What follows belongs to an exercise in optimizing a design on an open flow for small area and a short achievable clock period; a production flow would make more cautious choices.
The RTL was checked by simulation tests, not by an equivalence proof against the original design.

--- flow/design.v ---
`timescale 1ns/1ps
module bk_add #(parameter W = 18) (
    input  wire [W-1:0] a,
    input  wire [W-1:0] b,
    input  wire         ci,
    output wire [W-1:0] s
);
    reg [W-1:0] p, G, P;
    integer l, j;
    always @* begin
        p = a ^ b;
        G = a & b;
        P = p;
        G[0] = G[0] | (p[0] & ci);
        for (l = 1; (1 << l) <= 2 * W; l = l + 1)
            for (j = (1 << l) - 1; j < W; j = j + (1 << l)) begin
                G[j] = G[j] | (P[j] & G[j - (1 << (l - 1))]);
                P[j] = P[j] & P[j - (1 << (l - 1))];
            end
        for (l = 6; l > 0; l = l - 1)
            for (j = (1 << l) + (1 << (l - 1)) - 1; j < W; j = j + (1 << l)) begin
                G[j] = G[j] | (P[j] & G[j - (1 << (l - 1))]);
                P[j] = P[j] & P[j - (1 << (l - 1))];
            end
    end
    assign s = p ^ {G[W-2:0], ci};
endmodule
module cordic_sqrt_pipelined(
    input  wire clk,
    input  wire rst_n,
    input  wire start,
    input  wire signed [17:0] x_in,
    input  wire signed [17:0] y_in,
    output reg  signed [17:0] sqrt_out,
    output reg  done
);
    localparam N = 12;
    localparam LAT = N + 5;    
    reg signed [17:0] xr [0:N];
    reg signed [17:0] yr [0:N-1];
    always @(posedge clk) begin
        xr[0] <= x_in[17] ? -x_in : x_in;
        yr[0] <= y_in[17] ? -y_in : y_in;
    end
    genvar i;
    generate
        for (i = 0; i < N; i = i + 1) begin : st
            wire signed [17:0] x = xr[i];
            wire signed [17:0] y = yr[i];
            wire neg = y[17];
            wire signed [17:0] ys = y >>> i;
            wire signed [17:0] xs = x >>> i;
            wire [17:0] xn, yn;
            bk_add #(18) ax (.a(x), .b(ys ^ {18{neg}}), .ci(neg), .s(xn));
            always @(posedge clk) xr[i+1] <= xn;
            if (i < N - 1) begin : yu
                bk_add #(18) ay (.a(y), .b(xs ^ {18{~neg}}), .ci(~neg), .s(yn));
                always @(posedge clk) yr[i+1] <= yn;
            end
        end
    endgenerate
    wire signed [17:0] raw = xr[N];
    wire [17:0] o1 = raw >>> 1;
    wire [17:0] o2 = raw >>> 3;
    wire [17:0] o3 = ~(raw >>> 6);
    wire [17:0] o4 = ~(raw >>> 9);
    wire [17:0] c1s = o1 ^ o2 ^ o3;
    wire [17:0] c1c = (o1 & o2) | (o1 & o3) | (o2 & o3);
    wire [17:0] r2b = {c1c[16:0], 1'b0};
    wire [17:0] c2s = c1s ^ r2b ^ o4;
    wire [17:0] c2c = (c1s & r2b) | (c1s & o4) | (r2b & o4);
    reg  [17:0] ps_r, pc_r;
    always @(posedge clk) begin
        ps_r <= c2s;
        pc_r <= {c2c[16:0], 1'b1};
    end
    wire [17:0] s_w;
    bk_add #(18) as_ (.a(ps_r), .b(pc_r), .ci(1'b1), .s(s_w));
    reg  [17:0] s_r;
    wire [17:0] m_w;
    bk_add #(18) am (.a(s_r), .b(~{{12{s_r[17]}}, s_r[17:12]}), .ci(1'b1), .s(m_w));
    reg  [17:0] m_r;
    wire [17:0] f_w;
    bk_add #(18) af (.a(m_r), .b(~{{9{m_r[17]}}, m_r[17:9]}), .ci(1'b1), .s(f_w));
    always @(posedge clk) begin
        s_r <= s_w;
        m_r <= m_w;
        sqrt_out <= f_w;
    end
    reg [LAT-2:0] vld;
    always @(posedge clk or negedge rst_n) begin
        if (!rst_n) begin
            vld <= 0;
            done <= 1'b0;
        end else begin
            vld <= {vld[LAT-3:0], start};
            done <= vld[LAT-2];
        end
    end
endmodule
--- flow/run.sh ---
#!/bin/bash
# synth_recipe.tcl (not shown) runs the flow's synth.tcl, then flattens the netlist and writes it again
# the make line also repeats each setting of config.mk as NAME=value (left out here)
make -C /OpenROAD-flow-scripts/flow DESIGN_CONFIG=/design/flow/config.mk WORK_HOME=/design/flow/orfs CLKGATE_MAP_FILE= SYNTH_SCRIPT=/design/flow/synth_recipe.tcl finish
--- flow/config.mk ---
export PLATFORM = sky130hd
export DESIGN_NAME = cordic_sqrt_pipelined
export DESIGN_NICKNAME = cordic_sqrt_pipelined
export VERILOG_FILES = /design/flow/design.v
export SDC_FILE = /design/flow/constraint.sdc
export NUM_CORES = 4
export LEC_CHECK = 0
export ABC_AREA = 1
export CAP_MARGIN = 20
export CORE_MARGIN = 2
export CORE_UTILIZATION = 40
export SETUP_SLACK_MARGIN = 4.6
export SLEW_MARGIN = 20
--- flow/constraint.sdc ---
create_clock -name core_clock -period 7.3 [get_ports {clk}]
set_input_delay 1.4600 -clock core_clock [delete_from_list [all_inputs] [get_ports {clk}]]
set_output_delay 1.4600 -clock core_clock [all_outputs]
set_load 0.01 [all_outputs]
==> summary.md, run 1 <==
| Metric | Value |
|---|---|
| Final clock period utilization by the worst path | `0.3630` |
| Transition time at the pin with the least slew margin | `~0.73 ns` |
| Overall routing resource usage | `0.1433` |
| Max-cap violations | `0` |
| # clock sinks | `around 540` |
| Share of cells above drive strength 1 | `0.1338` |
| Worst Clk Skew | `about 0.059 ns` |
| Die X | `278.9 um` |
| Synth Area per Inst | `10.38 sq um` |
| Number of nets in the synthesized netlist | `3,523` |
| Clock tree from TritonCTS | `yes` |
| Flop and latch count out of synthesis | `543` |
| Synthesized netlist cell count | `2,912` |
| Placeable core region | `74,700 sq um` |
| Yosys warns | `4` |
| Maximum achievable frequency | `0.3773 GHz` |
| Die outline height | `278.9 um` |
| Worst Setup SP | `yr[2][17]$_DFF_P_` |
| Critical register-to-register path startpoint | `yr[2][17]$_DFF_P_` |
| Synthesized cell area | `30,230 sq um` |
| TritonCTS buffer count | `60` |
| Synthesis-to-layout area growth | `18.26%` |
| Unrepaired setup endpoints after global routing | `true` |
| Routed vias | `18,660` |
| Drt pass-1 iters | `5` |
| Net count of the finished layout | `3,695` |
| DRT iter0 DRCs | `470` |
| Total Die Area | `between 70,000 and 80,000 sq um` |
| # port buffers | `57` |
| Time the worst path needs with I/O delays and setup | `2.650 ns` |
| GRT Residual Overflow | `0` |
| Highest metal layer with signal wires | `met4` |
| Vias in the first global route | `~19,000` |
| Accumulated negative setup slack | `0 ns` |
| Detailed route wirelength on metal3 | `1482 um` |
| Wire length the detailed router placed on met1 | `23,320 um` |
| Total wirelength of the detailed-routed design | `between 50,000 and 60,000 um` |
| Clock root buffer | `sky130_fd_sc_hd__clkbuf_16` |
| Wire length of the first global-routing pass | `92,270 um` |
| Required @ worst endpoint | `7.75 ns` |
| Outcome | `complete, no violations` |
| Weighted congestion at the end of routability-driven global placement | `just over 0.8` |
| Worst hold slack | `0.3150 ns` |
| Crit path max fanout | `8` |
| Data arrival time of the critical path | `between 3 and 4 ns` |
| Hold violation count in the final report | `0` |
| Detail-routed via count per cell | `4.551` |
| Starting density of the core | `0.4047` |
| Standard-cell rows | `100` |
| Type of the setup path with the least slack | `reg -> reg` |
| Sequential-to-total area share from yosys stat | `0.3624` |
| Antenna violations before repair | `0` |
| Post-detail-place hpwl | `~43,000 um` |
| Number of nets still failing antenna checks after routing | `0` |
| Antenna Cells | `0` |
| Worst-case headroom to the max-slew limit | `0.5131` |
| Setup violations, final | `0` |
| Class of the tightest hold or removal check | `reg -> reg` |
| Worst hold path startpoint | `vld[6]$_DFF_PN0_` |
| Total of hold buffers inserted after clock tree synthesis | `0` |
| Count of distinct cell types in the synthesized netlist | `46` |
| Clock-pin transition on the worst setup and hold timing paths | `approximately 0.06 ns` |
| Clock network latency to the later pin of the worst-skew pair | `0.63 ns` |
| Number of max-slew violations in the final report | `0` |
| H-tree depth | `2` |
| PnR worst setup slack | `4.650 ns` |
| Met2 routed WL | `29,270 um` |
| Critical path launch point type | `flop` |
| Endpoint kind of the worst setup timing path | `flop` |
| Maximum number of buffers from clock root to sink | `3` |
| Worst slack at placement | `3.888 ns` |
| Filler cell count | `about 6,800` |
| IO Pins | `58` |
| Pin count of the biggest net entering global routing | `28` |
| Routed length per placed instance | `13.64 um` |
| Total DRC errors in the routed layout | `0` |
## cells in the mapped netlist, drive strengths merged
library cell    n  area share
a22oi           2     0.00050
a31oi          25      0.0052
and2            1     0.00029
nand3b          4     0.00099
a31o           21      0.0061
nor4            1     0.00070
or2             6      0.0012
nand2         276       0.034
xnor2         212       0.061
inv           455       0.056
ha            357        0.15
dfxtp         526        0.35
a21o           45       0.011
fa            215        0.14
nor2           77      0.0099
and3            3     0.00062
mux2i          16      0.0053
nor3b           1     0.00025
xor2          304       0.088
nand3          72       0.012
clkbuf          7     0.00087
a211oi          8      0.0020
o211ai         10      0.0026
buf            30      0.0050
o22ai           2     0.00041
a221oi          1     0.00029
nor3           20      0.0045
mux2            1     0.00037
o21ai          34      0.0066
o31ai          11      0.0027
o21a            1     0.00025
dfrtp          17       0.014
a21boi         12      0.0030
nand4          22      0.0046
a21oi         117       0.019
## per-stage QoR
stage / util / instances / instance area, sq um
6_report: 0.4786 / 4100 / 35750
5_1_grt: 0.4786 / 4100 / 35750
4_1_cts: 0.4600 / 4033 / 34360
3_5_place_dp: 0.4270 / 3908 / 31890
3_3_place_gp: 0.4270 / 3908 / 31890
2_1_floorplan: - / 2912 / 30230
## path summary, 6_finish.rpt
| kind | slack, ns | to | cells past startpoint |
|---|---|---|---|
| hold reg to reg | 0.31 | vld[7]$_DFF_PN0_ | 0 |
| min in group asynchronous | 1.27 | done$_DFF_PN0_ | 1 |
| hold / removal | 0.31 | vld[7]$_DFF_PN0_ | 0 |
| max in group asynchronous | 5.52 | vld[0]$_DFF_PN0_ | 1 |
| setup / recovery | 4.65 | yr[3][17]$_DFF_P_ | 13 |
| setup reg to reg | 4.65 | yr[3][17]$_DFF_P_ | 13 |
## critical path, cell delays in order, from the launching register on
cell and delay (ns):
sky130_fd_sc_hd__dfxtp_4 0.38, sky130_fd_sc_hd__buf_12 0.15, sky130_fd_sc_hd__buf_6 0.11, sky130_fd_sc_hd__xnor2_2 0.13, sky130_fd_sc_hd__ha_1 0.34, sky130_fd_sc_hd__nand2_2 0.08, sky130_fd_sc_hd__nor2_2 0.11, sky130_fd_sc_hd__nand2_1 0.08
sky130_fd_sc_hd__nand2_2 0.11, sky130_fd_sc_hd__inv_2 0.07, sky130_fd_sc_hd__o21ai_4 0.18, sky130_fd_sc_hd__a211oi_2 0.11, sky130_fd_sc_hd__fa_1 0.44, sky130_fd_sc_hd__xor2_1 0.16
## sequential cells by signal, summed over array words and instances, names as in the netlist
| signal | cells |
|---|---|
| done | 1 |
| sqrt_out | 18 |
| yr | 205 |
| pc_r | 17 |
| vld | 16 |
| ps_r | 18 |
| xr | 232 |
| s_r | 18 |
| m_r | 18 |
## routing by layer
metal	track usage	vias up
met3	0.02100	120
met2	0.2692	179
li1	-	9586
met4	0.04770	0
met1	0.1653	8774
met5	0	-
## cells in the final DEF (no fill, tap or decap), types with 8 or more instances in the layout
master	synthesis	final
sky130_fd_sc_hd__dfxtp_1	526	504
sky130_fd_sc_hd__inv_1	452	431
sky130_fd_sc_hd__ha_1	357	352
sky130_fd_sc_hd__xor2_1	304	293
sky130_fd_sc_hd__nand2_1	275	242
sky130_fd_sc_hd__fa_1	215	199
sky130_fd_sc_hd__xnor2_1	212	193
sky130_fd_sc_hd__a21oi_1	117	99
sky130_fd_sc_hd__nor2_1	75	72
sky130_fd_sc_hd__clkbuf_16	0	69
sky130_fd_sc_hd__nand3_1	69	66
sky130_fd_sc_hd__buf_4	0	62
sky130_fd_sc_hd__a21o_1	45	45
sky130_fd_sc_hd__clkdlybuf4s50_1	0	38
sky130_fd_sc_hd__nand2_2	1	34
sky130_fd_sc_hd__inv_2	3	23
sky130_fd_sc_hd__nand4_1	22	22
sky130_fd_sc_hd__a31o_2	21	21
sky130_fd_sc_hd__o21ai_0	22	20
sky130_fd_sc_hd__a31oi_1	25	19
sky130_fd_sc_hd__xnor2_2	0	17
sky130_fd_sc_hd__dfrtp_1	17	17
sky130_fd_sc_hd__mux2i_1	16	16
sky130_fd_sc_hd__a21oi_2	0	16
sky130_fd_sc_hd__fa_2	0	16
sky130_fd_sc_hd__clkinv_2	0	13
sky130_fd_sc_hd__clkbuf_8	0	13
sky130_fd_sc_hd__nor3_1	14	12
sky130_fd_sc_hd__clkbuf_1	7	12
sky130_fd_sc_hd__dlygate4sd2_1	0	11
sky130_fd_sc_hd__dfxtp_2	0	11
sky130_fd_sc_hd__dfxtp_4	0	11
sky130_fd_sc_hd__buf_12	0	10
sky130_fd_sc_hd__o211ai_1	9	9
sky130_fd_sc_hd__o31ai_1	11	9
sky130_fd_sc_hd__a211oi_2	0	8
sky130_fd_sc_hd__o21ai_2	8	8
## logic make-up after synthesis
group                    after synthesis  share of synthesized area
XOR/XNOR                             516                     0.1495
buffers and inverters                492                    0.06233
adder cells (fa/ha/maj)              572                     0.2901
multiplexers                          17                   0.005670
AO/OA/AOI/OAI                        289                    0.06022
AND/OR/NAND/NOR                      483                    0.06982
flip-flops                           543                     0.3624
## timing repair
item	4_1_cts	5_1_grt
setup endpoints to repair	191	127
pin swaps	5	62
setup buffers	14	58
endpoints found under the hold margin	0	0
cloned	2	9
gates resized for setup	86	181
## layout make-up
class,instances,area (sq um),area share
Clock inverter,24,329.1,0.009204
Sequential cell,543,11010,0.3080
Inverter,455,1712,0.04788
Timing Repair Buffer,147,1602,0.04480
Tap cell,969,1212,0.03391
Clock buffer,85,1725,0.04826
Multi-Input combinational cell,1877,18160,0.5080
==> run 2, diff against run 1 <==
==> flow/flow/run.sh (new file) <==
#!/bin/bash
# Standard layout, run whole; its output goes to standard.log.
bash standard.sh > standard.log 2>&1
==> flow/standard.sh (new file) <==
#!/bin/bash
# synth_recipe.tcl (not shown) runs the flow's synth.tcl, then flattens the netlist and writes it again
# the make line also repeats each setting of config.mk as NAME=value (left out here)
make -C /OpenROAD-flow-scripts/flow DESIGN_CONFIG=/design/flow/config.mk WORK_HOME=/design/flow/orfs CLKGATE_MAP_FILE= SYNTH_SCRIPT=/design/flow/synth_recipe.tcl "${@:-finish}"
removed: flow/run.sh
==> summary.md, run 2 <==
| Metric | Value |
|---|---|
| Regs by FF count | `xr: 232 flops, yr: 205 flops` |
| Synthesized netlist cell count | `2,912 (unchanged)` |
| Routed length per placed instance | `13.64 um (unchanged)` |
| Type of the setup path with the least slack | `reg -> reg` |
| Filler cell count | `6,849 (unchanged)` |
| Transition time at the pin with the least slew margin | `0.7281 ns (unchanged)` |
| Post-detail-place hpwl | `42,790 um (unchanged)` |
| Die outline height | `278.9 um (unchanged)` |
| Final clock period utilization by the worst path | `0.3630 (unchanged)` |
| Net count of the finished layout | `3,695 (unchanged)` |
| Starting density of the core | `0.4047 (unchanged)` |
| Synth Area per Inst | `10.38 sq um (unchanged)` |
| Routed vias | `18,660 (unchanged)` |
| Share of cells above drive strength 1 | `0.1338 (unchanged)` |
| Class of the tightest hold or removal check | `reg -> reg` |
| Critical register-to-register path startpoint | `yr[2][17]$_DFF_P_` |
| Pin count of the biggest net entering global routing | `28 (unchanged)` |
| Clock network latency to the later pin of the worst-skew pair | `0.63 ns (about the same)` |
| Total of hold buffers inserted after clock tree synthesis | `0 (unchanged)` |
| Die X | `278.9 um (unchanged)` |
| Cell count of the worst reg-to-reg path | `13 (unchanged)` |
| Drt pass-1 iters | `5 (unchanged)` |
| Vias in the first global route | `19,340 (unchanged)` |
| Flip-flop cell with the highest count after synthesis | `sky130_fd_sc_hd__dfxtp_1` |
| Maximum number of buffers from clock root to sink | `3 (unchanged)` |
| DRT iter0 DRCs | `470 (unchanged)` |
| # port buffers | `57 (unchanged)` |
| Worst setup slack for register-to-register paths | `4.65 ns (about the same)` |
| H-tree depth | `2 (unchanged)` |
| GRT Residual Overflow | `0 (unchanged)` |
| Total wirelength of the detailed-routed design | `55,920 um (unchanged)` |
| Synthesized cell area | `30,230 sq um (unchanged)` |
| Top register by number of flip-flops | `xr` |
| Worst hold path startpoint | `vld[6]$_DFF_PN0_` |
| Standard-cell rows | `100 (unchanged)` |
| Worst-case headroom to the max-slew limit | `0.5131 (unchanged)` |
| Wire length of the first global-routing pass | `92,270 um (unchanged)` |
| Data arrival time of the critical path | `3.10 ns (about the same)` |
| Required @ worst endpoint | `7.75 ns (about the same)` |
| Clock-pin transition on the worst setup and hold timing paths | `0.06 ns (about the same)` |
| Critical path launch point type | `flop` |
| Unrepaired setup endpoints after global routing | `true` |
| Max-cap violations | `0 (unchanged)` |
| IO Pins | `58 (unchanged)` |
| Share of the synthesized area in the top cell type | `0.3483 (unchanged)` |
| Worst Clk Skew | `0.05859 ns (unchanged)` |
| Most frequent cells in the layout | `sky130_fd_sc_hd__dfxtp_1 (504), sky130_fd_sc_hd__inv_1 (431), sky130_fd_sc_hd__ha_1 (352)` |
| Clock root buffer | `sky130_fd_sc_hd__clkbuf_16` |
| Leading cell types by total area after synthesis | `sky130_fd_sc_hd__dfxtp_1 (35%), sky130_fd_sc_hd__ha_1 (15%), sky130_fd_sc_hd__fa_1 (14%)` |
| Antenna violations before repair | `0 (unchanged)` |
| Top cells by instance count after synthesis | `sky130_fd_sc_hd__dfxtp_1 (526), sky130_fd_sc_hd__inv_1 (452), sky130_fd_sc_hd__ha_1 (357)` |
| Worst hold path cell count | `0 (unchanged)` |
| Worst Hold Endpoint | `vld[7]$_DFF_PN0_` |
| Detail-routed via count per cell | `4.551 (unchanged)` |
| Synthesis-to-layout area growth | `18.26% (unchanged)` |
| Antenna Cells | `0 (unchanged)` |
| Placeable core region | `74,700 sq um (unchanged)` |
| Number of nets still failing antenna checks after routing | `0 (unchanged)` |
| Accumulated negative setup slack | `0 ns (unchanged)` |
| Crit path max fanout | `8 (unchanged)` |
| Count leader, synth | `sky130_fd_sc_hd__dfxtp_1` |
| Outcome | `complete, no violations` |
| Number of nets in the synthesized netlist | `3,523 (unchanged)` |
| Sequential-to-total area share from yosys stat | `0.3624 (unchanged)` |
| Time the worst path needs with I/O delays and setup | `2.650 ns (unchanged)` |
| Maximum achievable frequency | `0.3773 GHz (unchanged)` |
| Total Die Area | `77,800 sq um (unchanged)` |
| TritonCTS buffer count | `60 (unchanged)` |
| Proportion of register bits with asynchronous set or reset after synthesis | `0.03131 (unchanged)` |
| Flop and latch count out of synthesis | `543 (unchanged)` |
| Total DRC errors in the routed layout | `0 (unchanged)` |
| Endpoint kind of the worst setup timing path | `flop` |
| Hold violation count in the final report | `0 (unchanged)` |
| Weighted congestion at the end of routability-driven global placement | `0.8086 (unchanged)` |
| Most common library cell in the layout ignoring fill and taps | `sky130_fd_sc_hd__dfxtp_1` |
| # clock sinks | `543 (unchanged)` |
| Setup violations, final | `0 (unchanged)` |
| Overall routing resource usage | `0.1433 (unchanged)` |
| Post-synthesis cell type with the largest combined area | `sky130_fd_sc_hd__dfxtp_1` |
| Yosys warns | `4 (unchanged)` |
| Critical register-to-register path endpoint | `yr[3][17]$_DFF_P_` |
| Largest register FFs | `232 (unchanged)` |
| Number of max-slew violations in the final report | `0 (unchanged)` |
| Count of distinct cell types in the synthesized netlist | `46 (unchanged)` |
| Number of enable-type register cells in the synthesized netlist | `0 (unchanged)` |
| Clock tree from TritonCTS | `yes` |
==> run 2: repair_timing <==
| item | 4_1_cts | 5_1_grt |
|---|---|---|
| gates cloned | 2 | 9 |
| setup endpoints to repair | 191 | 127 |
| gates resized for setup | 86 | 181 |
| pin swaps | 5 | 62 |
| setup buffers | 14 | 58 |
==> run 2: how the worst max path moves through the flow <==
stage / startpoint / endpoint / slack [ns] / cells after the start
final: yr[2][17]$_DFF_P_ / yr[3][17]$_DFF_P_ / 4.65 / 13
after global routing: yr[2][17]$_DFF_P_ / yr[3][17]$_DFF_P_ / 4.51 / 13
after detailed placement: yr[9][17]$_DFF_P_ / yr[10][15]$_DFF_P_ / 3.89 / 10
after CTS: xr[3][3]$_DFF_P_ / yr[4][15]$_DFF_P_ / 4.60 / 12
after global placement: yr[9][17]$_DFF_P_ / yr[10][15]$_DFF_P_ / 3.92 / 10
after floorplan: yr[9][17]$_DFF_P_ / yr[10][15]$_DFF_P_ / 4.63 / 11
==> run 2: critical path, stage by stage (launching register included) <==
cell and delay, ns:
sky130_fd_sc_hd__dfxtp_4 0.38, sky130_fd_sc_hd__buf_12 0.15, sky130_fd_sc_hd__buf_6 0.11, sky130_fd_sc_hd__xnor2_2 0.13, sky130_fd_sc_hd__ha_1 0.34, sky130_fd_sc_hd__nand2_2 0.08
sky130_fd_sc_hd__nor2_2 0.11, sky130_fd_sc_hd__nand2_1 0.08, sky130_fd_sc_hd__nand2_2 0.11, sky130_fd_sc_hd__inv_2 0.07, sky130_fd_sc_hd__o21ai_4 0.18, sky130_fd_sc_hd__a211oi_2 0.11
sky130_fd_sc_hd__fa_1 0.44, sky130_fd_sc_hd__xor2_1 0.16
==> run 2: through the flow <==
step | utilization | cell area [sq um] | instances | setup slack (ns) | hold WS, ns
global placement | 0.4270 | 31890 | 3908 | 3.920 | 0.3144
floorplan | - | 30230 | 2912 | 4.631 | 0.3096
detailed placement | 0.4270 | 31890 | 3908 | 3.888 | 0.3212
global route | 0.4786 | 35750 | 4100 | 4.506 | 0.3231
finish | 0.4786 | 35750 | 4100 | 4.650 | 0.3150
CTS | 0.4600 | 34360 | 4033 | 4.600 | 0.3039
==> run 2: layout make-up <==
type	count	area, sq um	share of cell area
multi-input cells	1877	18160	0.5080
well taps	969	1212	0.03391
repair buffers	147	1602	0.04480
inverters	455	1712	0.04788
flip-flops and latches	543	11010	0.3080
clock buffers	85	1725	0.04826
clock inverters	24	329.1	0.009204
==> run 2: routing by layer <==
layer  up-vias  GRT usage  wire length (um)
met5         -          0                 0
met4         0    0.04770              1844
met3       120    0.02100              1482
met2       179     0.2692             29270
met1      8774     0.1653             23320
li1       9586          -                 -
==> run 2: logic make-up after synthesis <==
kind of cell             Yosys count  synth area share
buffers and inverters            492           0.06233
multiplexers                      17          0.005670
AO/OA/AOI/OAI                    289           0.06022
adder cells (fa/ha/maj)          572            0.2901
AND/OR/NAND/NOR                  483           0.06982
flip-flops                       543            0.3624
XOR/XNOR                         516            0.1495
==> run 3, diff against run 2 <==
==> flow/run.sh (new file) <==
#!/bin/bash
# synth_recipe.tcl (not shown) runs the flow's synth.tcl, then flattens the netlist and writes it again
# the make line also repeats each setting of config.mk as NAME=value (left out here)
make -C /OpenROAD-flow-scripts/flow DESIGN_CONFIG=/design/flow/config.mk WORK_HOME=/design/flow/orfs CLKGATE_MAP_FILE= SYNTH_SCRIPT=/design/flow/synth_recipe.tcl finish
--- a/flow/config.mk
+++ b/flow/config.mk
@@ -9,5 +9,8 @@
 export CAP_MARGIN = 20
 export CORE_MARGIN = 2
-export CORE_UTILIZATION = 40
+export CORE_UTILIZATION = 55
+export CTS_CLUSTER_DIAMETER = 100
+export CTS_CLUSTER_SIZE = 24
 export SETUP_SLACK_MARGIN = 4.6
 export SLEW_MARGIN = 20
+export TNS_END_PERCENT = 10
removed: flow/flow/run.sh
removed: flow/standard.sh
==> summary.md, run 3 <==
| Metric | Value |
|---|---|
| Synthesis-to-layout area growth | `9.746%` |
| Number of enable-type register cells in the synthesized netlist | `0 (unchanged)` |
| Accumulated negative setup slack | `0 ns (unchanged)` |
| Crit path cell chain | `clkdlybuf4s50_1` |
| Flip-flop cell with the highest count after synthesis | `sky130_fd_sc_hd__dfxtp_1` |
| Outcome | `complete, no violations` |
| Clock network latency to the later pin of the worst-skew pair | `0.59 ns (-0.04 ns)` |
| Proportion of register bits with asynchronous set or reset after synthesis | `0.03131 (unchanged)` |
| Vias in the first global route | `19,690 (+1.8%)` |
| Antenna violations before repair | `0 (unchanged)` |
| Maximum achievable frequency | `0.3443 GHz (-8.8%)` |
| Clock tree from TritonCTS | `yes` |
| Time the worst path needs with I/O delays and setup | `2.904 ns (+0.2542 ns)` |
| Area share of fa/ha/maj cells after synthesis | `0.2901 (unchanged)` |
| Critical path launch point type | `flop` |
| Main combinational cell family by area after synthesis | `adder cells` |
| Synthesized netlist cell count | `2,912 (unchanged)` |
| Total wirelength of the detailed-routed design | `58,000 um (+3.7%)` |
| DRT iter0 DRCs | `619 (+32%)` |
| Share of cells above drive strength 1 | `0.07093 (-0.06289)` |
| Complex-gate fraction of the synthesized area | `0.06022 (unchanged)` |
| Post-detail-place hpwl | `46,640 um (+9.0%)` |
| Net count of the finished layout | `3,621 (-2.0%)` |
| GRT Residual Overflow | `0 (unchanged)` |
| Number of nets still failing antenna checks after routing | `0 (unchanged)` |
| Routed length per placed instance | `15.62 um (+15%)` |
| Total Die Area | `56,860 sq um (-27%)` |
| Hold violation count in the final report | `0 (unchanged)` |
| Crit path max fanout | `1 (-7)` |
| Routed vias | `18,460 (-1.1%)` |
| Area used by sequential logic in the layout | `10,990 sq um (-0.17%)` |
| Area occupied by multi-input gates | `17,710 sq um (-2.5%)` |
| Count leader, synth | `sky130_fd_sc_hd__dfxtp_1` |
| # clock sinks | `543 (unchanged)` |
| Detail-routed via count per cell | `4.973 (+9.3%)` |
| Maximum number of buffers from clock root to sink | `3 (unchanged)` |
| Max-cap violations | `0 (unchanged)` |
| Count of distinct cell types in the synthesized netlist | `46 (unchanged)` |
| Class of the tightest hold or removal check | `reg -> reg` |
| Data arrival time of the critical path | `1.44 ns (-1.66 ns)` |
| Placeable core region | `54,130 sq um (-28%)` |
| Filler cell count | `4,470 (-35%)` |
| Worst-case headroom to the max-slew limit | `0.5365 (+0.02338)` |
| Endpoint kind of the worst setup timing path | `output pin` |
| IO Pins | `58 (unchanged)` |
| Number of max-slew violations in the final report | `0 (unchanged)` |
| Worst slack at placement | `3.847 ns (-0.04110 ns)` |
| Antenna Cells | `0 (unchanged)` |
| Worst hold slack | `0.3362 ns (+0.02121 ns)` |
| Count of non-filler cells in the finished layout | `3,713 (-9.4%)` |
| Top cells by instance count after synthesis | `sky130_fd_sc_hd__dfxtp_1 (526), sky130_fd_sc_hd__inv_1 (452), sky130_fd_sc_hd__ha_1 (357)` |
| Post-Synth Simple-Gate Area | `0.06982 (unchanged)` |
| Synth Area per Inst | `10.38 sq um (unchanged)` |
| Flop and latch count out of synthesis | `543 (unchanged)` |
| Synthesized cell area | `30,230 sq um (unchanged)` |
| TritonCTS buffer count | `27 (-55%)` |
| Top register by number of flip-flops | `xr` |
| # port buffers | `57 (unchanged)` |
| Drt pass-1 iters | `5 (unchanged)` |
| Yosys warns | `4 (unchanged)` |
| Overall routing resource usage | `0.2101 (+0.06682)` |
| Die outline height | `238.5 um (-15%)` |
| Worst Clk Skew | `0.01687 ns (-0.04171 ns)` |
| Wire length of the first global-routing pass | `96,410 um (+4.5%)` |
| Library cell contributing the largest single delay on the critical path | `sky130_fd_sc_hd__clkdlybuf4s50_1` |
| Clock-pin transition on the worst setup and hold timing paths | `0.09 ns (+0.03 ns)` |
| Mux cell area share after synthesis | `0.005670 (unchanged)` |
| Required @ worst endpoint | `5.84 ns (-1.91 ns)` |
| Leading cell types by total area after synthesis | `sky130_fd_sc_hd__dfxtp_1 (35%), sky130_fd_sc_hd__ha_1 (15%), sky130_fd_sc_hd__fa_1 (14%)` |
| Unrepaired setup endpoints after global routing | `true` |
| Weighted congestion at the end of routability-driven global placement | `0.7989 (-1.2%)` |
| Type of the setup path with the least slack | `reg -> out` |
| Die X | `238.5 um (-15%)` |
| Clock root buffer | `sky130_fd_sc_hd__clkbuf_16` |
| Regs by FF count | `xr: 232 flops, yr: 205 flops` |
| H-tree depth | `1 (-1)` |
| Post-synthesis cell type with the largest combined area | `sky130_fd_sc_hd__dfxtp_1` |
| Inst Count DP | `3,634 (-7.0%)` |
| Most frequent cells in the layout | `sky130_fd_sc_hd__dfxtp_1 (513), sky130_fd_sc_hd__inv_1 (438), sky130_fd_sc_hd__ha_1 (356)` |
| Slowest cell delay on critical path | `0.53 ns (+0.09 ns)` |
| Largest register FFs | `232 (unchanged)` |
| Kind of cell adding the most delay to the critical path | `buffers and inverters` |
| Synth Area in XOR/XNOR | `0.1495 (unchanged)` |
| Final clock period utilization by the worst path | `0.3979 (+0.03483)` |
| Share of the synthesized area in the top cell type | `0.3483 (unchanged)` |
| PnR worst setup slack | `4.396 ns (-0.2542 ns)` |
| Buffers & Inverters on Critical Path | `1 (-2)` |
| Total DRC errors in the routed layout | `0 (unchanged)` |
| Pin count of the biggest net entering global routing | `32 (+14%)` |
| Sequential-to-total area share from yosys stat | `0.3624 (unchanged)` |
| Number of nets in the synthesized netlist | `3,523 (unchanged)` |
| Setup violations, final | `0 (unchanged)` |
| Standard-cell rows | `85 (-15%)` |
| Transition time at the pin with the least slew margin | `0.6931 ns (-0.03496 ns)` |
| Most common library cell in the layout ignoring fill and taps | `sky130_fd_sc_hd__dfxtp_1` |
| Starting density of the core | `0.5585 (+0.1537)` |
[run 3: area by class of cell]
class,count,area share
Timing Repair Buffer,106,0.03454
Inverter,455,0.05159
Clock buffer,32,0.02153
Tap cell,696,0.02625
Multi-Input combinational cell,1877,0.5337
Sequential cell,543,0.3313
Clock inverter,4,0.001094
[run 3: cells by family (layout without fill, tap and decap cells)]
| kind of cell | Yosys count | in the layout |
|---|---|---|
| compound gates | 289 | 289 |
| xor+xnor | 516 | 516 |
| fa+ha+maj | 572 | 572 |
| buf+inv | 492 | 597 |
| flops | 543 | 543 |
| mux | 17 | 17 |
| simple gates | 483 | 483 |
[run 3: final timing paths]
kind	startpoint	to	slack [ns]	depth (start not counted)
setup / recovery	sqrt_out[1]$_DFF_P_	sqrt_out[1]	4.40	1
hold / removal	ps_r[0]$_DFF_P_	s_r[0]$_DFF_P_	0.34	0
setup reg to reg	yr[0][17]$_SDFF_PN0_	yr[1][16]$_DFF_P_	4.60	10
hold reg to reg	ps_r[0]$_DFF_P_	s_r[0]$_DFF_P_	0.34	0
max in group asynchronous	rst_n	vld[9]$_DFF_PN0_	5.58	1
min in group asynchronous	rst_n	vld[7]$_DFF_PN0_	1.29	1
[run 3: metrics by stage]
stage | instance area (sq um) | util
floorplan | 30230 | -
global placement | 31550 | 0.5827
detailed placement | 31550 | 0.5827
CTS | 32550 | 0.6012
global route | 33180 | 0.6129
finish | 33180 | 0.6129
[run 3: timing repair]
item / in CTS / in global routing
setup buffers: 16 / 21
pin swaps: 1 / 19
gates cloned: 0 / 6
setup endpoints to repair: 182 / 172
gates resized for setup: 31 / 88
hold buffers: 0 / 0
[run 3: routing by layer]
metal / GRT usage / routed length (um) / vias to the layer above
met2: 0.4019 / 30950 / 134
met3: 0.01689 / 910 / 75
met5: 0 / 0 / -
li1: - / - / 9381
met1: 0.2517 / 24650 / 8873
met4: 0.05625 / 1491 / 0
==> run 4, diff against run 3 <==
==> flow/flow/run.sh (new file) <==
#!/bin/bash
# Standard layout, except that the port buffers are buf_2 cells rather than
# the delay cells buffer_ports picks by default. Output goes to standard.log.
export BUFFER_PORTS_ARGS="-buffer_cell sky130_fd_sc_hd__buf_2"
bash standard.sh "BUFFER_PORTS_ARGS=$BUFFER_PORTS_ARGS" finish > standard.log 2>&1
==> flow/standard.sh (new file) <==
#!/bin/bash
# synth_recipe.tcl (not shown) runs the flow's synth.tcl, then flattens the netlist and writes it again
# the make line also repeats each setting of config.mk as NAME=value (left out here)
make -C /OpenROAD-flow-scripts/flow DESIGN_CONFIG=/design/flow/config.mk WORK_HOME=/design/flow/orfs CLKGATE_MAP_FILE= SYNTH_SCRIPT=/design/flow/synth_recipe.tcl "${@:-finish}"
removed: flow/run.sh
==> summary.md, run 4 <==
| Metric | Value |
|---|---|
| Time the worst path needs with I/O delays and setup | `2.704 ns (-0.2002 ns)` |
| Synth Area per Inst | `10.38 sq um (unchanged)` |
| Total wirelength of the detailed-routed design | `58,050 um (about the same)` |
| Total DRC errors in the routed layout | `0 (unchanged)` |
| Critical register-to-register path startpoint | `yr[4][17]$_DFF_P_` |
| Data arrival time of the critical path | `3.17 ns (+1.73 ns)` |
| Antenna violations before repair | `0 (unchanged)` |
| Required @ worst endpoint | `7.77 ns (+1.93 ns)` |
| Proportion of register bits with asynchronous set or reset after synthesis | `0.03131 (unchanged)` |
| Placeable core region | `54,130 sq um (unchanged)` |
| Starting density of the core | `0.5585 (unchanged)` |
| Worst Clk Skew | `0.01541 ns (-0.001463 ns)` |
| Type of the setup path with the least slack | `reg -> reg` |
| Vias in the first global route | `19,950 (+1.3%)` |
| Outcome | `complete, no violations` |
| Antenna Cells | `0 (unchanged)` |
| Die outline height | `238.5 um (unchanged)` |
| Flop and latch count out of synthesis | `543 (unchanged)` |
| Hold violation count in the final report | `0 (unchanged)` |
| Net count of the finished layout | `3,627 (+0.17%)` |
| Setup violations, final | `0 (unchanged)` |
| Crit path max fanout | `27 (+26)` |
| Final clock period utilization by the worst path | `0.3705 (-0.02742)` |
| Worst setup slack for register-to-register paths | `4.60 ns (about the same)` |
| DRT iter0 DRCs | `484 (-22%)` |
| Most common library cell in the layout ignoring fill and taps | `sky130_fd_sc_hd__dfxtp_1` |
| Clock-pin transition on the worst setup and hold timing paths | `0.09 ns (about the same)` |
| Filler cell count | `4,606 (+3.0%)` |
| Detail-routed via count per cell | `5.039 (+1.3%)` |
| Setup crit end | `yr[5][15]$_DFF_P_` |
| Clock tree from TritonCTS | `yes` |
| Met2 routed WL | `30,780 um (-0.55%)` |
| Yosys warns | `4 (unchanged)` |
| Synthesis-to-layout area growth | `8.935%` |
| Number of nets in the synthesized netlist | `3,523 (unchanged)` |
| Cell count of the worst reg-to-reg path | `14 (+4)` |
| IO Pins | `58 (unchanged)` |
| Share of cells above drive strength 1 | `0.09166 (+0.02073)` |
| Regs by FF count | `xr: 232 flops, yr: 205 flops` |
| Synthesized netlist cell count | `2,912 (unchanged)` |
| Share of the synthesized area in the top cell type | `0.3483 (unchanged)` |
| Routed length per placed instance | `15.61 um (about the same)` |
| Transition time at the pin with the least slew margin | `0.5846 ns (-0.1085 ns)` |
| Worst Setup SP | `yr[4][17]$_DFF_P_` |
| Overall routing resource usage | `0.2108 (+0.0007488)` |
| Most frequent cells in the layout | `sky130_fd_sc_hd__dfxtp_1 (510), sky130_fd_sc_hd__inv_1 (440), sky130_fd_sc_hd__ha_1 (356)` |
| Number of nets still failing antenna checks after routing | `0 (unchanged)` |
| Maximum number of buffers from clock root to sink | `3 (unchanged)` |
| Number of max-slew violations in the final report | `0 (unchanged)` |
| Total Die Area | `56,860 sq um (unchanged)` |
| GRT Residual Overflow | `0 (unchanged)` |
| Count of distinct cell types in the synthesized netlist | `46 (unchanged)` |
| Number of enable-type register cells in the synthesized netlist | `0 (unchanged)` |
| Unrepaired setup endpoints after global routing | `true` |
| Wire length of the first global-routing pass | `96,950 um (+0.56%)` |
| Largest register FFs | `232 (unchanged)` |
| Wire length the detailed router placed on met1 | `24,330 um (-1.3%)` |
| Weighted congestion at the end of routability-driven global placement | `0.7999 (+0.13%)` |
| Clock root buffer | `sky130_fd_sc_hd__clkbuf_16` |
| H-tree depth | `1 (unchanged)` |
| Flip-flop cell with the highest count after synthesis | `sky130_fd_sc_hd__dfxtp_1` |
| Drt pass-1 iters | `5 (unchanged)` |
| PnR worst setup slack | `4.596 ns (+0.2002 ns)` |
| Standard-cell rows | `85 (unchanged)` |
| Critical register-to-register path endpoint | `yr[5][15]$_DFF_P_` |
| Critical path launch point type | `flop` |
| Count leader, synth | `sky130_fd_sc_hd__dfxtp_1` |
| Worst-case headroom to the max-slew limit | `0.6097 (+0.07323)` |
| Top register by number of flip-flops | `xr` |
| Detailed route wirelength on metal3 | `1164 um (+28%)` |
| Sequential-to-total area share from yosys stat | `0.3624 (unchanged)` |
| Top cells by instance count after synthesis | `sky130_fd_sc_hd__dfxtp_1 (526), sky130_fd_sc_hd__inv_1 (452), sky130_fd_sc_hd__ha_1 (357)` |
| # clock sinks | `543 (unchanged)` |
| Synthesized cell area | `30,230 sq um (unchanged)` |
| # port buffers | `57 (unchanged)` |
| Die X | `238.5 um (unchanged)` |
| Maximum achievable frequency | `0.3698 GHz (+7.4%)` |
| Worst slack at placement | `3.820 ns (-0.02708 ns)` |
| Max-cap violations | `0 (unchanged)` |
| Accumulated negative setup slack | `0 ns (unchanged)` |
| Post-synthesis cell type with the largest combined area | `sky130_fd_sc_hd__dfxtp_1` |
| TritonCTS buffer count | `27 (unchanged)` |
| Leading cell types by total area after synthesis | `sky130_fd_sc_hd__dfxtp_1 (35%), sky130_fd_sc_hd__ha_1 (15%), sky130_fd_sc_hd__fa_1 (14%)` |
| Class of the tightest hold or removal check | `reg -> reg` |
| Clock network latency to the later pin of the worst-skew pair | `0.59 ns (about the same)` |
| Pin count of the biggest net entering global routing | `32 (unchanged)` |
| Post-detail-place hpwl | `46,590 um (about the same)` |
| Endpoint kind of the worst setup timing path | `flop` |
| Highest metal layer with signal wires | `met4` |
| Routed vias | `18,740 (+1.5%)` |
| Total of hold buffers inserted after clock tree synthesis | `0 (unchanged)` |
==> run 4: cell counts after synthesis <==
No cell type changed its count.
==> run 4: through the flow <==
step           utilization  hold slack (ns)  instance area [sq um]  cells
4_1_cts             0.5973           0.3412                  32340   3686
6_report            0.6084           0.3300                  32930   3718
3_5_place_dp        0.5773           0.3243                  31250   3633
2_1_floorplan            -           0.3096                  30230   2912
5_1_grt             0.6084           0.3498                  32930   3718
3_3_place_gp        0.5773           0.3201                  31250   3633
==> run 4: cell families (layout without fill, tap and decap cells) <==
group,Yosys count,count (layout),synth area share
compound gates,289,289,0.06022
xor+xnor,516,516,0.1495
fa+ha+maj,572,572,0.2901
buf+inv,492,602,0.06233
flops,543,543,0.3624
mux,17,17,0.005670
simple gates,483,483,0.06982
==> run 4: what timing repair did <==
item                                    4_1_cts  5_1_grt
gates cloned                                  1        3
endpoints found under the setup margin      184      127
setup buffers                                17       29
pin swaps                                     4       17
gates resized for setup                      40       77
==> run 4: final cells by class <==
class / count / area, sq um / share of cell area
clock buffers: 29 / 683.2 / 0.02074
clock inverters: 6 / 93.84 / 0.002849
inverters: 455 / 1712 / 0.05197
multi-input cells: 1877 / 17700 / 0.5375
flip-flops and latches: 543 / 10990 / 0.3338
well taps: 696 / 870.8 / 0.02644
repair buffers: 112 / 880.8 / 0.02675
==> run 4: how the worst min path moves through the flow <==
stage / from / to / slack [ns] / cells past startpoint
floorplan: ps_r[0]$_DFF_P_ / s_r[0]$_DFF_P_ / 0.31 / 0
global placement: ps_r[0]$_DFF_P_ / s_r[0]$_DFF_P_ / 0.32 / 0
detailed placement: ps_r[0]$_DFF_P_ / s_r[0]$_DFF_P_ / 0.32 / 0
CTS: ps_r[0]$_DFF_P_ / s_r[0]$_DFF_P_ / 0.34 / 0
global route: ps_r[0]$_DFF_P_ / s_r[0]$_DFF_P_ / 0.35 / 0
finish: ps_r[0]$_DFF_P_ / s_r[0]$_DFF_P_ / 0.33 / 0
==> run 4: worst max-delay path: stages, from the launching register on <==
cell and delay (ns):
sky130_fd_sc_hd__dfxtp_1 0.33, sky130_fd_sc_hd__buf_8 0.19, sky130_fd_sc_hd__nand2_1 0.09, sky130_fd_sc_hd__o21ai_0 0.10, sky130_fd_sc_hd__fa_1 0.39, sky130_fd_sc_hd__inv_1 0.10
sky130_fd_sc_hd__nand3_1 0.08, sky130_fd_sc_hd__nand2_1 0.14, sky130_fd_sc_hd__nand2_1 0.07, sky130_fd_sc_hd__nand2_1 0.12, sky130_fd_sc_hd__nand2_1 0.06, sky130_fd_sc_hd__o211ai_1 0.17
sky130_fd_sc_hd__a31oi_1 0.18, sky130_fd_sc_hd__fa_1 0.42, sky130_fd_sc_hd__xnor2_1 0.15
==> run 4: routing by layer <==
layer  track usage  vias up
met3       0.02001      104
li1              -     9392
met5             0        -
met4       0.06515        0
met1        0.2442     9061
met2        0.4067      178
==> run 5, diff against run 4 <==
--- a/flow/config.mk
+++ b/flow/config.mk
@@ -11,5 +11,5 @@
 export CORE_UTILIZATION = 55
 export CTS_CLUSTER_DIAMETER = 100
-export CTS_CLUSTER_SIZE = 24
+export CTS_CLUSTER_SIZE = 32
 export SETUP_SLACK_MARGIN = 4.6
 export SLEW_MARGIN = 20
==> summary.md, run 5 <==
| Metric | Value |
|---|---|
| Number of max-slew violations in the final report | `0 (unchanged)` |
| Number of enable-type register cells in the synthesized netlist | `0 (unchanged)` |
| Endpoint kind of the worst setup timing path | `flop` |
| Clock tree from TritonCTS | `yes` |
| Count leader, synth | `sky130_fd_sc_hd__dfxtp_1` |
| Drt pass-1 iters | `5 (unchanged)` |
| Kind of cell adding the most delay to the critical path | `adder cells` |
| Hold violation count in the final report | `0 (unchanged)` |
| Proportion of register bits with asynchronous set or reset after synthesis | `0.03131 (unchanged)` |
| Number of nets still failing antenna checks after routing | `0 (unchanged)` |
| Sequential-to-total area share from yosys stat | `0.3624 (unchanged)` |
| Worst-case headroom to the max-slew limit | `0.6201 (+0.01041)` |
| Post-detail-place hpwl | `46,590 um (unchanged)` |
| Weighted congestion at the end of routability-driven global placement | `0.7999 (unchanged)` |
| Critical register-to-register path startpoint | `yr[4][17]$_DFF_P_` |
| Clock root buffer | `sky130_fd_sc_hd__clkbuf_16` |
| Largest register FFs | `232 (unchanged)` |
| Routed vias | `18,820 (+0.44%)` |
| Top register by number of flip-flops | `xr` |
| Slowest cell delay on critical path | `0.57 ns (+0.15 ns)` |
| Unrepaired setup endpoints after global routing | `true` |
| Most common library cell in the layout ignoring fill and taps | `sky130_fd_sc_hd__dfxtp_1` |
| Flip-flop cell with the highest count after synthesis | `sky130_fd_sc_hd__dfxtp_1` |
| Worst setup slack for register-to-register paths | `4.65 ns (+0.05 ns)` |
| Clock-pin transition on the worst setup and hold timing paths | `0.11 ns (+0.02 ns)` |
| Antenna Cells | `0 (unchanged)` |
| Outcome | `complete, no violations` |
| Flop and latch count out of synthesis | `543 (unchanged)` |
| # port buffers | `57 (unchanged)` |
| Overall routing resource usage | `0.2094 (-0.001384)` |
| Critical path launch point type | `flop` |
| Accumulated negative setup slack | `0 ns (unchanged)` |
| Transition time at the pin with the least slew margin | `0.5690 ns (-0.01560 ns)` |
| Max-cap violations | `0 (unchanged)` |
| Total wirelength of the detailed-routed design | `58,320 um (+0.46%)` |
| Setup violations, final | `0 (unchanged)` |
| # clock sinks | `543 (unchanged)` |
| Post-place instance area | `31,250 sq um (unchanged)` |
| Detail-routed via count per cell | `5.052 (+0.25%)` |
| Type of the setup path with the least slack | `reg -> reg` |
| Post-synthesis cell type with the largest combined area | `sky130_fd_sc_hd__dfxtp_1` |
| Total of hold buffers inserted after clock tree synthesis | `0 (unchanged)` |
| Worst Hold Endpoint | `s_r[0]$_DFF_P_` |
| Vias in the first global route | `19,880 (-0.36%)` |
| Maximum number of buffers from clock root to sink | `3 (unchanged)` |
| GRT Residual Overflow | `0 (unchanged)` |
| IO Pins | `58 (unchanged)` |
| Time the worst path needs with I/O delays and setup | `2.651 ns (-0.05322 ns)` |
| Critical register-to-register path endpoint | `yr[5][14]$_DFF_P_` |
| Pin count of the biggest net entering global routing | `34 (+6.3%)` |
| Required @ worst endpoint | `7.77 ns (about the same)` |
| Yosys warns | `4 (unchanged)` |
| Regs by FF count | `xr: 232 flops, yr: 205 flops` |
| DRT iter0 DRCs | `514 (+6.2%)` |
| Routed length per placed instance | `15.66 um (+0.27%)` |
| CP dominant cell by count | `sky130_fd_sc_hd__nand2_1` |
| Clock network latency to the later pin of the worst-skew pair | `0.59 ns (about the same)` |
| Cell count of the worst reg-to-reg path | `14 (unchanged)` |
| Total DRC errors in the routed layout | `0 (unchanged)` |
| Filler cell count | `4,585 (-0.46%)` |
| Total Die Area | `56,860 sq um (unchanged)` |
| Worst Clk Skew | `0.02320 ns (+0.007794 ns)` |
| Worst slack at placement | `3.820 ns (unchanged)` |
| Share of cells above drive strength 1 | `0.1073 (+0.01563)` |
| Synthesis-to-layout area growth | `9.659%` |
| Standard-cell rows | `85 (unchanged)` |
| Class of the tightest hold or removal check | `reg -> reg` |
| H-tree depth | `1 (unchanged)` |
| Leading cell types by total area after synthesis | `sky130_fd_sc_hd__dfxtp_1 (35%), sky130_fd_sc_hd__ha_1 (15%), sky130_fd_sc_hd__fa_1 (14%)` |
| Final clock period utilization by the worst path | `0.3632 (-0.007290)` |
| Net count of the finished layout | `3,633 (+0.17%)` |
| Maximum achievable frequency | `0.3772 GHz (+2.0%)` |
| Buffers & Inverters on Critical Path | `3 (+1)` |
| Worst hold path cell count | `0 (unchanged)` |
| Number of nets in the synthesized netlist | `3,523 (unchanged)` |
| Library cell contributing the largest single delay on the critical path | `sky130_fd_sc_hd__fa_2` |
| Count of distinct cell types in the synthesized netlist | `46 (unchanged)` |
| Crit path cell chain | `clkbuf_16, nand2_1, o21ai_0, fa_2, inv_2, nand3_1, nand2_2, nand2_1, nand2_2, nand2_1, o211ai_1, a31oi_2, fa_2, inv_1` |
| Die outline height | `238.5 um (unchanged)` |
| Share of the synthesized area in the top cell type | `0.3483 (unchanged)` |
| Antenna violations before repair | `0 (unchanged)` |
| Crit path max fanout | `13 (-52%)` |
| Synthesized netlist cell count | `2,912 (unchanged)` |
| Top cells by instance count after synthesis | `sky130_fd_sc_hd__dfxtp_1 (526), sky130_fd_sc_hd__inv_1 (452), sky130_fd_sc_hd__ha_1 (357)` |
| Placeable core region | `54,130 sq um (unchanged)` |
| Most frequent cells in the layout | `sky130_fd_sc_hd__dfxtp_1 (507), sky130_fd_sc_hd__inv_1 (437), sky130_fd_sc_hd__ha_1 (357)` |
| Final Cell Area | `33,150 sq um (+0.66%)` |
| Synthesized cell area | `30,230 sq um (unchanged)` |
| Die X | `238.5 um (unchanged)` |
| Synth Area per Inst | `10.38 sq um (unchanged)` |
| Data arrival time of the critical path | `3.12 ns (-0.05 ns)` |
| Wire length of the first global-routing pass | `96,410 um (-0.56%)` |
| PnR worst setup slack | `4.649 ns (+0.05322 ns)` |
| Worst hold path startpoint | `ps_r[0]$_DFF_P_` |
| TritonCTS buffer count | `23 (-15%)` |
| Starting density of the core | `0.5585 (unchanged)` |
-- run 5: cell types whose count changed in the layout (fill, tap and decap cells not counted), moves of 4 or more --
cell                       change
sky130_fd_sc_hd__a21oi_2       +4
sky130_fd_sc_hd__fa_2          +5
sky130_fd_sc_hd__inv_12        +4
sky130_fd_sc_hd__a21boi_1      +4
sky130_fd_sc_hd__a21boi_0      -4
sky130_fd_sc_hd__nand2_1      -13
sky130_fd_sc_hd__xnor2_2       +4
sky130_fd_sc_hd__a21oi_1       -4
sky130_fd_sc_hd__xnor2_1       -4
sky130_fd_sc_hd__dfxtp_4       +4
sky130_fd_sc_hd__nand2_2      +13
sky130_fd_sc_hd__fa_1          -5
sky130_fd_sc_hd__buf_4        +10
-- run 5: cell families (layout without fill, tap and decap cells) --
| group | count (synthesis) | in the layout | synth area share |
|---|---|---|---|
| AO/OA/AOI/OAI | 289 | 289 | 0.06022 |
| XOR/XNOR | 516 | 516 | 0.1495 |
| adder cells (fa/ha/maj) | 572 | 572 | 0.2901 |
| buffers and inverters | 492 | 609 | 0.06233 |
| flip-flops | 543 | 543 | 0.3624 |
| multiplexers | 17 | 17 | 0.005670 |
| AND/OR/NAND/NOR | 483 | 483 | 0.06982 |
-- run 5: worst reg2reg max path, delay by kind of cell (launching register included) --
family,cells,cell delay [ns]
flops,1,0.38
fa+ha+maj,2,0.94
buf+inv,3,0.30
compound gates,3,0.49
simple gates,6,0.43
-- run 5: routing by layer --
metal | part of all wire | GRT usage | vias to the layer above
li1 | - | - | 9404
met4 | 0.031 | 0.06136 | 0
met1 | 0.42 | 0.2425 | 9151
met5 | 0 | 0 | -
met3 | 0.016 | 0.01944 | 96
met2 | 0.53 | 0.4060 | 166
-- run 5: worst max-delay path by stage --
stage                                    start                  to  slack (ns)  cells after the start
final                        yr[4][17]$_DFF_P_   yr[5][14]$_DFF_P_        4.65                     14
after global routing      yr[0][17]$_SDFF_PN0_   yr[1][16]$_DFF_P_        4.50                     11
after CTS                    yr[6][17]$_DFF_P_   yr[7][15]$_DFF_P_        4.53                     13
after detailed placement     yr[9][17]$_DFF_P_  yr[10][15]$_DFF_P_        3.82                     10
after global placement       yr[9][17]$_DFF_P_  yr[10][14]$_DFF_P_        3.99                     10
after floorplan              yr[9][17]$_DFF_P_  yr[10][15]$_DFF_P_        4.63                     11
-- run 5: per-stage QoR --
stage / util / std cells / hold WS (ns)
2_1_floorplan: - / 2912 / 0.3096
3_3_place_gp: 0.5773 / 3633 / 0.3201
3_5_place_dp: 0.5773 / 3633 / 0.3243
4_1_cts: 0.5961 / 3682 / 0.3461
5_1_grt: 0.6124 / 3725 / 0.3580
6_report: 0.6124 / 3725 / 0.3432
-- run 5: final cells by class --
cell class | count | area [sq um] | area share
clock inverter | 7 | 131.4 | 0.003963
sequential | 543 | 11010 | 0.3320
multi-input combinational | 1877 | 17870 | 0.5389
inverter | 455 | 1714 | 0.05170
timing repair buffer | 122 | 970.9 | 0.02929
tap | 696 | 870.8 | 0.02627
clock buffer | 25 | 593.1 | 0.01789
-- run 5: what timing repair did --
| action | 4_1_cts | 5_1_grt |
|---|---|---|
| buffers inserted | 16 | 39 |
| cloned | 1 | 4 |
| pin swaps | 5 | 26 |
| resized for setup | 39 | 134 |
| setup endpoints to repair | 180 | 132 |
==> run 6, diff against run 5 <==
--- a/flow/config.mk
+++ b/flow/config.mk
@@ -11,5 +11,5 @@
 export CORE_UTILIZATION = 55
 export CTS_CLUSTER_DIAMETER = 100
-export CTS_CLUSTER_SIZE = 32
+export CTS_CLUSTER_SIZE = 28
 export SETUP_SLACK_MARGIN = 4.6
 export SLEW_MARGIN = 20
==> summary.md, run 6 <==
| Metric | Value |
|---|---|
| Setup violations, final | `0 (unchanged)` |
| Proportion of register bits with asynchronous set or reset after synthesis | `0.03131 (unchanged)` |
| Drt pass-1 iters | `5 (unchanged)` |
| Accumulated negative setup slack | `0 ns (unchanged)` |
| Sequential-to-total area share from yosys stat | `0.3624 (unchanged)` |
| Detail-routed via count per cell | `5.016 (-0.71%)` |
| # clock sinks | `543 (unchanged)` |
| Required @ worst endpoint | `7.80 ns (+0.03 ns)` |
| Buffers & Inverters on Critical Path | `3 (unchanged)` |
| Crit path cell chain | `buf_4, nand2_1, o21ai_0, fa_1, inv_2, nand3_1, nand2_2, nand2_1, nand2_2, nand2_1, o211ai_1, a31oi_2, fa_2, inv_1` |
| Worst-case headroom to the max-slew limit | `0.6174 (-0.002733)` |
| Total Die Area | `56,860 sq um (unchanged)` |
| Outcome | `complete, no violations` |
| Routed vias | `18,600 (-1.2%)` |
| IO Pins | `58 (unchanged)` |
| Routed length per placed instance | `15.44 um (-1.3%)` |
| Worst Setup SP | `yr[8][17]$_DFF_P_` |
| Synthesized cell area | `30,230 sq um (unchanged)` |
| Top cells by instance count after synthesis | `sky130_fd_sc_hd__dfxtp_1 (526), sky130_fd_sc_hd__inv_1 (452), sky130_fd_sc_hd__ha_1 (357)` |
| Antenna violations before repair | `0 (unchanged)` |
| Antenna Cells | `0 (unchanged)` |
| CP dominant cell by count | `sky130_fd_sc_hd__nand2_1` |
| # port buffers | `57 (unchanged)` |
| Leading cell types by total area after synthesis | `sky130_fd_sc_hd__dfxtp_1 (35%), sky130_fd_sc_hd__ha_1 (15%), sky130_fd_sc_hd__fa_1 (14%)` |
| Count leader, synth | `sky130_fd_sc_hd__dfxtp_1` |
| Max-cap violations | `0 (unchanged)` |
| Critical register-to-register path startpoint | `yr[8][17]$_DFF_P_` |
| Final Cell Area | `32,680 sq um (-1.4%)` |
| Pin count of the biggest net entering global routing | `32 (-5.9%)` |
| Count of non-filler cells in the finished layout | `3,708 (-0.46%)` |
| Number of nets still failing antenna checks after routing | `0 (unchanged)` |
| Synth Area per Inst | `10.38 sq um (unchanged)` |
| Flip-flop cell with the highest count after synthesis | `sky130_fd_sc_hd__dfxtp_1` |
| Synthesis-to-layout area growth | `8.099%` |
| Regs by FF count | `xr: 232 flops, yr: 205 flops` |
| Share of cells above drive strength 1 | `0.08167 (-0.02562)` |
| PnR worst setup slack | `4.564 ns (-0.08520 ns)` |
| Number of max-slew violations in the final report | `0 (unchanged)` |
| Wire length of the first global-routing pass | `96,300 um (-0.11%)` |
| Die X | `238.5 um (unchanged)` |
| Most common library cell in the layout ignoring fill and taps | `sky130_fd_sc_hd__dfxtp_1` |
| Post-detail-place hpwl | `46,590 um (unchanged)` |
| Total wirelength of the detailed-routed design | `57,270 um (-1.8%)` |
| Wire length the detailed router placed on met1 | `24,120 um (-1.4%)` |
| Largest register FFs | `232 (unchanged)` |
| Top register by number of flip-flops | `xr` |
| H-tree depth | `1 (unchanged)` |
| Starting density of the core | `0.5585 (unchanged)` |
| Kind of cell adding the most delay to the critical path | `adder cells` |
| Time the worst path needs with I/O delays and setup | `2.736 ns (+0.08520 ns)` |
| Final clock period utilization by the worst path | `0.3748 (+0.01167)` |
| Weighted congestion at the end of routability-driven global placement | `0.7999 (unchanged)` |
| Die outline height | `238.5 um (unchanged)` |
| Met2 routed WL | `30,220 um (-2.8%)` |
| GRT Residual Overflow | `0 (unchanged)` |
| Most frequent cells in the layout | `sky130_fd_sc_hd__dfxtp_1 (512), sky130_fd_sc_hd__inv_1 (443), sky130_fd_sc_hd__ha_1 (357)` |
| Utilization after layout | `0.6037 (-0.008714)` |
| Clock-pin transition on the worst setup and hold timing paths | `0.11 ns (about the same)` |
| Transition time at the pin with the least slew margin | `0.5731 ns (+0.004094 ns)` |
| Library cell contributing the largest single delay on the critical path | `sky130_fd_sc_hd__fa_2` |
| Unrepaired setup endpoints after global routing | `true` |
| Yosys warns | `4 (unchanged)` |
| Overall routing resource usage | `0.2093 (about the same)` |
| Number of nets in the synthesized netlist | `3,523 (unchanged)` |
| Inst Count DP | `3,633 (unchanged)` |
| Clock tree from TritonCTS | `yes` |
| Number of enable-type register cells in the synthesized netlist | `0 (unchanged)` |
| Flop and latch count out of synthesis | `543 (unchanged)` |
| Slowest cell delay on critical path | `0.55 ns (-0.02 ns)` |
| Synthesized netlist cell count | `2,912 (unchanged)` |
| Critical path launch point type | `flop` |
| Data arrival time of the critical path | `3.24 ns (+0.12 ns)` |
| Post-place instance area | `31,250 sq um (unchanged)` |
| Standard-cell rows | `85 (unchanged)` |
| Share of the synthesized area in the top cell type | `0.3483 (unchanged)` |
| Clock root buffer | `sky130_fd_sc_hd__clkbuf_16` |
| Worst Clk Skew | `0.02700 ns (+0.003799 ns)` |
| DRT iter0 DRCs | `480 (-6.6%)` |
| Type of the setup path with the least slack | `reg -> reg` |
| Class of the tightest hold or removal check | `reg -> reg` |
| Hold violation count in the final report | `0 (unchanged)` |
| Worst hold slack | `0.3399 ns (-0.003374 ns)` |
| Placeable core region | `54,130 sq um (unchanged)` |
| Detailed route wirelength on metal3 | `1087 um (+13%)` |
| Net count of the finished layout | `3,615 (-0.50%)` |
| Highest metal layer with signal wires | `met4` |
| Endpoint kind of the worst setup timing path | `flop` |
| Worst slack at placement | `3.820 ns (unchanged)` |
| Post-synthesis cell type with the largest combined area | `sky130_fd_sc_hd__dfxtp_1` |
| Maximum number of buffers from clock root to sink | `3 (unchanged)` |
| Clock network latency to the later pin of the worst-skew pair | `0.60 ns (about the same)` |
| Total DRC errors in the routed layout | `0 (unchanged)` |
| Count of distinct cell types in the synthesized netlist | `46 (unchanged)` |
| TritonCTS buffer count | `25 (+8.7%)` |
| Vias in the first global route | `19,890 (+0.040%)` |
| Crit path max fanout | `9 (-4)` |
| Worst hold path startpoint | `ps_r[0]$_DFF_P_` |
| Maximum achievable frequency | `0.3655 GHz (-3.1%)` |
-- run 6: cell counts after synthesis --
Identical to the previous run, type by type.
-- run 6: final cells by class --
cell class | count | area, sq um
Inverter | 455 | 1712
Tap cell | 696 | 870.8
Multi-Input combinational cell | 1877 | 17620
Clock buffer | 28 | 636.9
Timing Repair Buffer | 102 | 759.5
Clock inverter | 7 | 88.84
Sequential cell | 543 | 10990
Fill cell | 4628 | 21450
-- run 6: logic make-up after synthesis --
logic type | count (synthesis) | synth area share
compound gates | 289 | 0.06022
xor+xnor | 516 | 0.1495
fa+ha+maj | 572 | 0.2901
buf+inv | 492 | 0.06233
flops | 543 | 0.3624
mux | 17 | 0.005670
simple gates | 483 | 0.06982
-- run 6: per-layer routing --
metal,vias to the layer above,GRT usage
met1,8974,0.2426
met3,104,0.01990
met4,0,0.06117
met5,-,0
met2,155,0.4051
li1,9366,-
-- run 6: what timing repair did --
item / CTS / global route
hold buffers: 0 / 0
endpoints found under the setup margin: 183 / 128
pin swaps: 3 / 8
buffers inserted: 15 / 22
gates resized for setup: 37 / 48
cloned: 1 / 2
-- run 6: worst paths after layout --
kind | end | slack (ns) | depth (start not counted)
worst min-delay path | s_r[0]$_DFF_P_ | 0.34 | 0
worst max-delay path | yr[9][14]$_DFF_P_ | 4.56 | 14
worst min register to register | s_r[0]$_DFF_P_ | 0.34 | 0
worst max register to register | yr[9][14]$_DFF_P_ | 4.56 | 14
min in group asynchronous | vld[15]$_DFF_PN0_ | 0.75 | 1
max in group asynchronous | vld[8]$_DFF_PN0_ | 6.29 | 1

[static timing again, ports no longer ideal]
The results above use ideal ports. As a check the final layouts listed here were re-extracted and re-timed, cells and wires unchanged. Step 1 sets driving cells, clkbuf_16 on the clock port and buf_2 on the other inputs (assumed; they add their load-dependent delay and slew). Step 2 also shifts input and output timing later by t, the mid clock arrival at the registers, as if the neighbouring blocks saw the same clock. Slacks: ideal ports / drivers / drivers and shift; pairs: ideal ports / drivers.
run | t (ns) | slack for setup (ns) | worst setup path at the end | latest minus earliest clock arrival (ns)
run 1 | 0.662 | 4.650 / 4.595 / 4.079 | input to register | 0.059 / 0.059
run 2 | 0.662 | 4.650 / 4.595 / 4.079 | input to register | 0.059 / 0.059
run 3 | 0.635 | 4.396 / 4.339 / 4.035 | input to register | 0.018 / 0.019
run 4 | 0.640 | 4.596 / 4.596 / 4.368 | input to register | 0.021 / 0.020
run 5 | 0.634 | 4.649 / 4.649 / 4.360 | input to register | 0.024 / 0.024
run 6 | 0.639 | 4.564 / 4.564 / 4.351 | input to register | 0.027 / 0.028
After both steps every run listed still meets setup and hold.
